From an optimization exercise on the open Yosys and OpenROAD flow, aimed at small area; shortcuts taken in it are not production practice. Where RTL was checked, it was by simulation tests only, not by an equivalence proof against the original. The flow treats the clock pin as an ideal source. Dropping or thinning the clock tree relies on that and would not hold on a real chip. Power figures rest on the tool's default switching activity, not on a simulated workload.

## All_Combined
module All_Combined(
    input clock, reset,
    output hSync, vSync,
    output [3:0] vgaRed,
    output [3:0] vgaGreen,
    output [3:0] vgaBlue,
    input btnL,
    input btnR,
    input serve,
    input [9:0] serveX,
    input [9:0] serveY,
    input serveDirX,
    input serveDirY
    );
Size in the first run: ~630 cells after synthesis, ~60 flip-flops, about 41 I/O pins, ~4200 um2 of cells after synthesis.
Settings: LEC_CHECK=0, CAP_MARGIN=20, CORE_MARGIN=2, CORE_UTILIZATION=65, PLACE_DENSITY=0.75, SLEW_MARGIN=20; clock period 10.0 ns.
standard.sh (not shown) runs the stock make flow with config.mk's settings and CLKGATE_MAP_FILE= SYNTH_SCRIPT=/design/flow/synth_recipe.tcl, a recipe that flattens the netlist after the stock synthesis.
==> flow/flow/run.sh <==
#!/bin/bash
# Own layout flow: the standard ORFS flow (standard.sh) with three changes.
#  1. Synthesis: the standard flow's synthesis script, whose ORFS synth.tcl is swapped for a copy that
#     skips the full-adder extraction and maps with the area-oriented ABC script flow/area.abc.
#     Everything up to and including flip-flop mapping is unchanged, so the registers (names,
#     count, cell types) are those of the standard synthesis.
#  2. Port buffers: buf_1 instead of the default buffer cell (every port still gets one).
#  3. Clock tree: flow/cts_hook.tcl replaces the H-tree with one level of clock buffers.
# Each tool's output goes to the ORFS logs under orfs/logs; make's own output to make.log.
set -euo pipefail
W=$(pwd)
F=$W/flow

sed "s#^source \$::env(SCRIPTS_DIR)/synth.tcl\$#source $W/synth_own.tcl#" synth_recipe.tcl > own_synth.tcl
grep -q "source $W/synth_own.tcl" own_synth.tcl

sed "s#^  log_cmd abc {\*}\$abc_args\$#  log_cmd abc -script $F/area.abc {*}\$lib_args {*}\$lib_dont_use_args#" \
  "$FLOW_HOME/scripts/synth.tcl" > synth_own.tcl
grep -q "area.abc" synth_own.tcl

sed "s#SYNTH_SCRIPT=[^ ]*#SYNTH_SCRIPT=$W/own_synth.tcl#" standard.sh > own_standard.sh
grep -q "SYNTH_SCRIPT=$W/own_synth.tcl" own_standard.sh

export ADDER_MAP_FILE=
export BUFFER_PORTS_ARGS="-buffer_cell sky130_fd_sc_hd__buf_1"
export PRE_CTS_TCL=$F/cts_hook.tcl
export CTS_NBUF=4
export CTS_BUFCELL=sky130_fd_sc_hd__clkbuf_8

bash own_standard.sh > make.log 2>&1
Other scripts of this flow, unchanged in this note and not shown: flow/flow/area.abc, flow/flow/cts_hook.tcl
The starting point ran to the end with no violations.
Change:
--- a/flow/design.v
+++ b/flow/design.v
@@ -102,26 +102,31 @@
     always @(posedge clock or posedge reset)
         if (reset) begin
             ballX <= 0; ballY <= 0; vyOn <= 0; gameOver <= 0;
         end else if (serve) begin
             ballX <= serveX; ballY <= serveY; vyOn <= 1; gameOver <= 0;
         end else begin
             ballX <= ballX ^ cx[9:0];
             ballY <= ballY ^ cy[9:0];
             if (!r1 && !r2 && (r3 || r4)) vyOn <= 1;
             if (!r1 && !r2 && !r3 && !r4 && r5) gameOver <= 1;
         end
-    always @(posedge clock) begin
-        vx <= serve ? serveDirX : (r1 | (~r2 & vx));
-        vy <= serve ? serveDirY : ((~r1 & ~r2 & r3) | (vy & (r1 | r2 | ~r4)));
-    end
+    always @(posedge clock)
+        if (serve) begin
+            vx <= serveDirX; vy <= serveDirY;
+        end else begin
+            if (r1) vx <= 1;
+            else if (r2) vx <= 0;
+            else if (r3) vy <= 1;
+            else if (r4) vy <= 0;
+        end
     wire hitRow = le10(ballY, 61);
     wire [4:0] hit;
     assign hit[0] = hitRow & ((ge10(ballX, 61) & le10(ballX, 120)) | ballFar);
     assign hit[1] = hitRow & ge10(ballX, 181) & le10(ballX, 240);
     assign hit[2] = hitRow & ge10(ballX, 301) & le10(ballX, 360);
     assign hit[3] = hitRow & ge10(ballX, 421) & le10(ballX, 480);
     assign hit[4] = hitRow & ge10(ballX, 541) & le10(ballX, 600);
     always @(posedge clock or posedge reset)
         if (reset) brickOff <= 0;
         else brickOff <= brickOff | hit;
     wire barMax = bar[6] & bar[2] & bar[1] & bar[0];     
What happened: The new run finished clean. Core utilization drops by 0.61 points. Setup slack got worse by 480 ps. Wire length drops by 6.9%. Power climbs by 3.2%. Via count drops by about 6%. First-iteration DRC count drops by 9.7%. Sequential power hardly moves. Combinational power climbs by 15%. Final area drops by 1.4%. Worst hold slack improved by 9.0 ps. Critical path depth climbs by 10. Global-route usage drops by 0.78 points.
Function not checked in the first run of this note: the RTL went through the layout flow alone. In every run of this note, the design's own scripts or RTL, not TritonCTS, make the clock network.

========
== lagoon ==
All_Combined, a different RTL version from the one above (not shown whole).
Size: about 620 cells after synthesis, about 60 flip-flops, about 0.0042 mm2 of cells after synthesis.
Settings: LEC_CHECK=0, CAP_MARGIN=20, CORE_MARGIN=2, CORE_UTILIZATION=40, PLACE_DENSITY=0.6, SLEW_MARGIN=20; clock period 10.0 ns.
==> flow/flow/run.sh <==
#!/bin/bash
# Own layout flow: the standard ORFS flow (standard.sh) with three changes.
#  1. Synthesis: the standard flow's synthesis script, whose ORFS synth.tcl is swapped for a copy that
#     skips the full-adder extraction and maps with the area-oriented ABC script flow/area.abc.
#     Everything up to and including flip-flop mapping is unchanged, so the registers (names,
#     count, cell types) are those of the standard synthesis.
#  2. Port buffers: buf_1 instead of the default buffer cell (every port still gets one).
#  3. Clock tree: no dummy loads.
# Each tool's output goes to the ORFS logs under orfs/logs; make's own output to make.log.
set -euo pipefail
W=$(pwd)
F=$W/flow

sed "s#^source \$::env(SCRIPTS_DIR)/synth.tcl\$#source $W/synth_own.tcl#" synth_recipe.tcl > own_synth.tcl
grep -q "source $W/synth_own.tcl" own_synth.tcl

sed "s#^  log_cmd abc {\*}\$abc_args\$#  log_cmd abc -script $F/area.abc {*}\$lib_args {*}\$lib_dont_use_args#" \
  "$FLOW_HOME/scripts/synth.tcl" > synth_own.tcl
grep -q "area.abc" synth_own.tcl

sed "s#SYNTH_SCRIPT=[^ ]*#SYNTH_SCRIPT=$W/own_synth.tcl#" standard.sh > own_standard.sh
grep -q "SYNTH_SCRIPT=$W/own_synth.tcl" own_standard.sh

export ADDER_MAP_FILE=
export BUFFER_PORTS_ARGS="-buffer_cell sky130_fd_sc_hd__buf_1"
export CTS_ARGS="-repair_clock_nets -dont_use_dummy_load -buf_list sky130_fd_sc_hd__clkbuf_4"

bash own_standard.sh > make.log 2>&1
==> flow/flow/area.abc <==
strash
&get -n
&fraig -x
&put
scorr
dc2
strash
balance; rewrite; refactor; balance; rewrite; rewrite -z; balance; refactor -z; rewrite -z; balance
dc2
balance; rewrite; refactor; balance; rewrite; rewrite -z; balance; refactor -z; rewrite -z; balance
&get -n
&deepsyn -T 60
&put
strash
dch -f
amap
--- input diff lagoon..violet ---
-- flow/design.v --
<<< lagoon, line 64
            x <= 0; y <= 0;
        end else begin
            x <= xEnd ? 10'd0 : xInc;
            if (xEnd) y <= yEnd ? 10'd0 : yInc;
        end
    wire x0 = ~|x;
    assign hSync = ge10(x, 689) & le10(x, 784);
    assign vSync = x0 ? (y == 512 || y == 513) : (y == 511 || y == 512);
    reg [9:0] ballX, ballY;
    reg vx, vy;               
>>> violet, line 64
            x <= 0; y <= 0;
        end else begin
            x <= {xInc[9:8] & ~{2{xEnd}}, xInc[7:6], xInc[5] & ~xEnd, xInc[4:0]};
            if (xEnd) y <= {yInc[9] & ~yEnd, yInc[8:4], yInc[3:2] & ~{2{yEnd}}, yInc[1:0]};
        end
    wire x0 = ~|x;
    assign hSync = ge10(x, 689) & ~(x[9] & x[8] & x[4] & |x[3:0]);
    wire y512 = y[9] & ~|y[3:1];                   
    assign vSync = x0 ? y512 : ((y512 & ~y[0]) | (~y[9] & &y[8:0]));
    reg [9:0] ballX, ballY;
    reg vx, vy;               
Results
The via count reported for violet is lower than the one for lagoon.
Compared to lagoon, the routing of violet uses more wire.
Min setup slack after layout across violet and lagoon: violet
Delta(global-route usage, violet - lagoon) > 0
violet against lagoon: area growth from synthesis to final layout shows no meaningful change, fraction of layout instances using a drive strength above 1 shows no meaningful change, number of unique standard cell types used by synthesis shows an increase of 2, post-route cell area shows a reduction of 1.3%.
Switching share of power of lagoon is on par with violet.
violet does better than lagoon on total power after layout.
The final net count in violet sits 29 below the value recorded for lagoon.
violet ends up with a pin slew with the least headroom to its limit that is 54 ps higher than in lagoon.

-- static timing again, ports no longer ideal --
How much do the figures lean on ideal ports? The routed layouts below were timed once more, with nothing changed but the port constraints. Step 1 (the two cells are an assumption about what drives the block):
set clk [get_ports {clock}]
set_driving_cell -lib_cell sky130_fd_sc_hd__clkbuf_16 $clk
set_driving_cell -lib_cell sky130_fd_sc_hd__buf_2 [delete_from_list [all_inputs] $clk]
Step 2 times the ports against the registers' clock, not the clock port: input delays grow and output delays shrink by t, the midpoint of the rising clock arrivals with the driver on. Slacks: ideal ports / drivers / drivers and shift; pairs: ideal ports / drivers.
run	t (ns)	setup slack, ns	hold slack, ns	worst slew at a driven data input, ns
the first run of note 1	0.222	5.910 / 5.843 / 5.899	0.482 / 0.482 / 0.482	0.03
the second run of note 1	0.225	5.430 / 5.430 / 5.430	0.491 / 0.491 / 0.491	0.03
lagoon	0.458	5.694 / 5.663 / 6.121	0.487 / 0.487 / 0.487	0.04
violet	0.454	5.470 / 5.438 / 5.864	0.489 / 0.489 / 0.489	0.03
After both steps every run listed still meets setup and hold. For the first run of note 1, which loses most, drivers alone change the setup slack by -0.067 ns; drivers and shift together by -0.011 ns.
